This design comes from an exercise in tuning for small area on the open sky130 flow, not from production work.
Function was checked by simulation only, so behaviour that the tests miss may differ from the original.

## run H
Design Fx3HostInterface, start of the top module:
module Fx3HostInterface
  (
   input wire 	     ifclk,
   input wire 	     resetb,
   input wire 	     fx3_hics_b,
   input 	     fx3_dma_rdy_b,
   output reg 	     fx3_sloe_b,
   output reg 	     fx3_slrd_b,
   output reg 	     fx3_slwr_b,
   output reg 	     fx3_pktend_b,
   output reg [1:0]  fx3_fifo_addr,
   input [31:0]      fx3_fd_in,
   output [31:0]     fx3_fd_out,
   output 	     fx3_fd_oe,
   output reg [15:0] di_term_addr,
   output reg [31:0] di_reg_addr,
   output reg [31:0] di_len,
   output reg 	     di_read_mode,
   output reg 	     di_read_req,
   output reg 	     di_read,
   input wire 	     di_read_rdy,
   input [31:0]      di_reg_datao,
   output reg 	     di_write,
   input wire 	     di_write_rdy,
   output reg 	     di_write_mode,
   output [31:0]     di_reg_datai,
   input [15:0]      di_transfer_status
   );
For scale: ~1500 cells after synthesis, ~390 flip-flops, about 240 I/O pins, ~18000 um2 of cells after synthesis.
Settings: LEC_CHECK=0, CAP_MARGIN=0, CORE_MARGIN=2, CORE_UTILIZATION=65, SLEW_MARGIN=0; clock period 10.0 ns.
standard.sh (not shown) runs the stock make flow with config.mk's settings and CLKGATE_MAP_FILE= SYNTH_SCRIPT=/design/flow/synth_recipe.tcl, a recipe that flattens the netlist after the stock synthesis.
==> flow/flow/run.sh <==
#!/bin/bash
set -uo pipefail
HERE=$(pwd)
mkdir -p "$HERE/rst"
python3 "$HERE/flow/filter_lib.py" "$FLOW_HOME/platforms/sky130hd/lib/sky130_fd_sc_hd__tt_025C_1v80.lib" "$HERE/rst/cells.lib" > "$HERE/filter_lib.log" 2>&1
export RST_LIB="$HERE/rst/cells.lib"
export RST_DIR="$HERE/rst"
export PATH="$PATH:/OpenROAD-flow-scripts/tools/install/yosys/bin"
bash standard.sh \
  "POST_FLOORPLAN_TCL=$HERE/flow/restructure.tcl" \
  "BUFFER_PORTS_ARGS=-buffer_cell sky130_fd_sc_hd__buf_1" \
  "CTS_ARGS=-sink_clustering_enable -repair_clock_nets -dont_use_dummy_load -buf_list {sky130_fd_sc_hd__clkbuf_4 sky130_fd_sc_hd__clkbuf_8} -sink_clustering_buffer sky130_fd_sc_hd__clkbuf_8 -root_buf sky130_fd_sc_hd__clkbuf_4 -tree_buf sky130_fd_sc_hd__clkbuf_4 -sink_clustering_size 16 -sink_clustering_max_diameter 50" \
  finish > flow.log 2>&1
==> flow/flow/filter_lib.py <==
#!/usr/bin/env python3
# Copy a liberty file without the cells the platform marks don't-use (and
# without fill/tap/decap/diode cells), so that ABC inside OpenROAD's
# restructure cannot pick them.  usage: filter_lib.py IN OUT
import re, sys
drop = re.compile(r'sky130_fd_sc_hd__(lpflow_|probe|fill_|tap|decap|diode|clkdlybuf|dlygate|dlymetal|conb)')
src = open(sys.argv[1]).read()
out = []
i = 0
pat = re.compile(r'\n\s*cell\s*\(\s*"?([A-Za-z0-9_]+)"?\s*\)\s*\{')
while True:
    m = pat.search(src, i)
    if not m:
        out.append(src[i:])
        break
    # find the matching close brace of this cell group
    depth = 0
    j = m.end() - 1
    while True:
        c = src[j]
        if c == '{':
            depth += 1
        elif c == '}':
            depth -= 1
            if depth == 0:
                break
        j += 1
    out.append(src[i:m.start()])
    if not drop.match(m.group(1)):
        out.append(src[m.start():j + 1])
    i = j + 1
open(sys.argv[2], 'w').write(''.join(out))
==> flow/flow/restructure.tcl <==
# POST_FLOORPLAN hook: drop the buffers ABC put in during synthesis, then
# re-map the combinational logic for area with OpenROAD's restructure (ABC).
# Registers are not touched.
remove_buffers
report_design_area
restructure -liberty_file $::env(RST_LIB) -target area \
  -tiehi_port {sky130_fd_sc_hd__conb_1 HI} -tielo_port {sky130_fd_sc_hd__conb_1 LO} \
  -work_dir $::env(RST_DIR) -abc_logfile $::env(RST_DIR)/abc.log
report_design_area
[inputs] run M vs run H
-- flow/design.v --
<<< run H, line 36
   reg        is_rd, is_wr;  
   reg [15:0] blen;         
   reg [15:0] checksum;     
   reg        slrd_b_s, slrd_b_ss, slrd_b_sss;
   reg        pktend, first_write, di_read_s;
>>> run M, line 36
   reg        is_rd, is_wr;  
   reg [15:0] blen;         
   reg [15:0] checksum;
   reg        slrd_b_s, slrd_b_ss, slrd_b_sss;
   reg        pktend, first_write, di_read_s;
<<< run H, line 47
   assign fx3_fd_oe = fx3_sloe_b;
   reg        fd_valid;
   assign fx3_fd_out = {32{fd_valid}} & fdata[0];
   assign di_reg_datai = ({32{rp[0]}} & fdata[0]) | ({32{rp[1]}} & fdata[1]) |
                         ({32{rp[2]}} & fdata[2]) | ({32{rp[3]}} & fdata[3]) |
>>> run M, line 47
   assign fx3_fd_oe = fx3_sloe_b;
   reg        fd_valid;
   assign fx3_fd_out = (state == ACK1) ? {checksum, 16'hA50F} : ({32{fd_valid}} & fdata[0]);
   assign di_reg_datai = ({32{rp[0]}} & fdata[0]) | ({32{rp[1]}} & fdata[1]) |
                         ({32{rp[2]}} & fdata[2]) | ({32{rp[3]}} & fdata[3]) |
<<< run H, line 101
   reg        rmode_n, wmode_n, dwrite_n, dread_n, dreq_n;
   reg [31:0] len_n;
   reg        fo_ack0, fo_ack1, fo_rd;
   reg [15:0] term_n, cks_base;
   reg        cks_add, cks_clr, cks_ld;
   always @* begin
      state_n = state;
>>> run M, line 101
   reg        rmode_n, wmode_n, dwrite_n, dread_n, dreq_n;
   reg [31:0] len_n;
   reg        fo_ack0, fo_rd;
   reg [15:0] term_n;
   reg        cks_add, cks_clr;
   always @* begin
      state_n = state;
<<< run H, line 121
      dreq_n = di_read_req;
      fo_ack0 = 1'b0;
      fo_ack1 = 1'b0;
      fo_rd = 1'b0;
      len_n = di_len;
      term_n = di_term_addr;
      cks_base = checksum;
      cks_add = 1'b0;
      cks_clr = 1'b0;
      cks_ld = 1'b0;
      ra_inc = 1'b0;
      ra_load = 1'b0;
>>> run M, line 121
      dreq_n = di_read_req;
      fo_ack0 = 1'b0;
      fo_rd = 1'b0;
      len_n = di_len;
      term_n = di_term_addr;
      cks_add = 1'b0;
      cks_clr = 1'b0;
      ra_inc = 1'b0;
      ra_load = 1'b0;
<<< run H, line 142
         pktend_n = 0;
         fifo_addr_n = CMD_EP;
         cks_base = 0;
         cks_clr = 1'b1;
         rmode_n = 0;
>>> run M, line 139
         pktend_n = 0;
         fifo_addr_n = CMD_EP;
         cks_clr = 1'b1;
         rmode_n = 0;
<<< run H, line 161
              pktend_n = 0;
              fifo_addr_n = CMD_EP;
              cks_base = 0;
              cks_clr = 1'b1;
           end
           RCV_CMD: begin
>>> run M, line 157
              pktend_n = 0;
              fifo_addr_n = CMD_EP;
                   cks_clr = 1'b1;
           end
           RCV_CMD: begin
<<< run H, line 192
                 slwr_n = 0;
                 fo_ack0 = 1'b1;
                 cks_base = di_transfer_status;
                 cks_ld = 1'b1;
                 state_n = ACK1;
              end else begin
>>> run M, line 187
                 slwr_n = 0;
                 fo_ack0 = 1'b1;
                 state_n = ACK1;
              end else begin
<<< run H, line 202
              sloe_n = 1;
              slwr_n = 0;
              fo_ack1 = 1'b1;
              state_n = IDLE;
              pktend_b_n = 0;
>>> run M, line 195
              sloe_n = 1;
              slwr_n = 0;
              state_n = IDLE;
              pktend_b_n = 0;
<<< run H, line 273
   wire early_cmd  = !fx3_hics_b && (state_n == RCV_CMD) && (|tleft_n[4:2]) && latch_n;
   wire early_fifo = wmode_n && latch_n;
   wire early_cks  = !fx3_hics_b && (state_n == PROC) && is_wr && latch_n;
   wire [1:0] early_idx = tleft_n[3:2];
   wire early_w0   = early_cmd && (tleft_n[4] == 1'b1);    
>>> run M, line 265
   wire early_cmd  = !fx3_hics_b && (state_n == RCV_CMD) && (|tleft_n[4:2]) && latch_n;
   wire early_fifo = wmode_n && latch_n;
   wire early_cks  = !fx3_hics_b && !cmd_start && is_wr && latch_n &&
                     ((state == PROC) || ((state == RCV_CMD) && rcv_done && !dma_rdy));
   wire [1:0] early_idx = tleft_n[3:2];
   wire early_w0   = early_cmd && (tleft_n[4] == 1'b1);    
<<< run H, line 289
      end
   end
   wire [15:0] cks_n = cks_clr ? 16'd0 : cks_ld ? di_transfer_status : cks_sum;
   wire [5:0] wp_n = !wmode_n ? 6'd1 : (latch_n ? {wp[4:0], wp[5]} : wp);
   integer i;
>>> run M, line 282
      end
   end
   wire [15:0] cks_n = cks_clr ? 16'd0 : cks_sum;
   wire [5:0] wp_n = !wmode_n ? 6'd1 : (latch_n ? {wp[4:0], wp[5]} : wp);
   integer i;
<<< run H, line 297
          fdata[i] <= fx3_fd_in;
      if (fo_ack0)
        fdata[0] <= {checksum, 16'hA50F};
      else if (fo_ack1)
        fdata[0] <= {16'h0001, checksum};
      else if (fo_rd)
        fdata[0] <= di_reg_datao;
>>> run M, line 290
          fdata[i] <= fx3_fd_in;
      if (fo_ack0)
        fdata[0] <= {16'h0001, di_transfer_status};    
      else if (fo_rd)
        fdata[0] <= di_reg_datao;
<<< run H, line 357
         pktend <= pktend_f;
         fx3_fifo_addr <= fifo_addr_n;
         fd_valid <= !cmd_start && (fd_valid || fo_ack0 || fo_ack1 || fo_rd);
         di_len <= len_n;
         di_term_addr <= term_n;
>>> run M, line 348
         pktend <= pktend_f;
         fx3_fifo_addr <= fifo_addr_n;
         fd_valid <= !cmd_start && (fd_valid || fo_ack0 || fo_rd);
         di_len <= len_n;
         di_term_addr <= term_n;
Results
Going from run H to run M, instance area after placement shrank slightly.
Looking at the reports, run H completed the entire flow and the layout it produced met the timing, design-rule and antenna checks.
Run M finished every stage and its layout cleared the timing, design-rule and antenna checks.
When the final numbers for run M and run H were put side by side, the sequential cell area share turned out to be greater in run M.
Going from run H to run M, growth of design area from synthesis to finish shrinks by 0.77 points.
Higher synthesized area among run M and run H: run H
Run M has post-layout instance area below what run H had.

-- separate check: timing with driven ports --
Ports are ideal in the flow. The routed layouts listed here were re-timed in OpenROAD.
Step 1, drivers: a clkbuf_16 drives ifclk and a buf_2 each remaining input, both assumed.
Step 2, shift: input delay + t, output delay - t, t = (earliest + latest rising clock arrival at the registers) / 2. This alone moves slack from input paths to output paths.
Slacks: ideal ports / drivers / drivers and shift; pairs: ideal ports / drivers.
run | t, ns | setup slack, ns | worst hold slack (ns) | slew at the worst register clock pin (ns)
run H | 0.735 | 1.021 / 1.021 / 0.529 | 0.376 / 0.376 / 0.376 | 0.10 / 0.10
run M | 0.721 | 1.468 / 1.468 / 1.282 | 0.370 / 0.370 / 0.370 | 0.10 / 0.10
After both steps every run listed still meets setup and hold. For run H, which loses most, drivers alone change the setup slack by 0.000 ns; drivers and shift together by -0.492 ns.
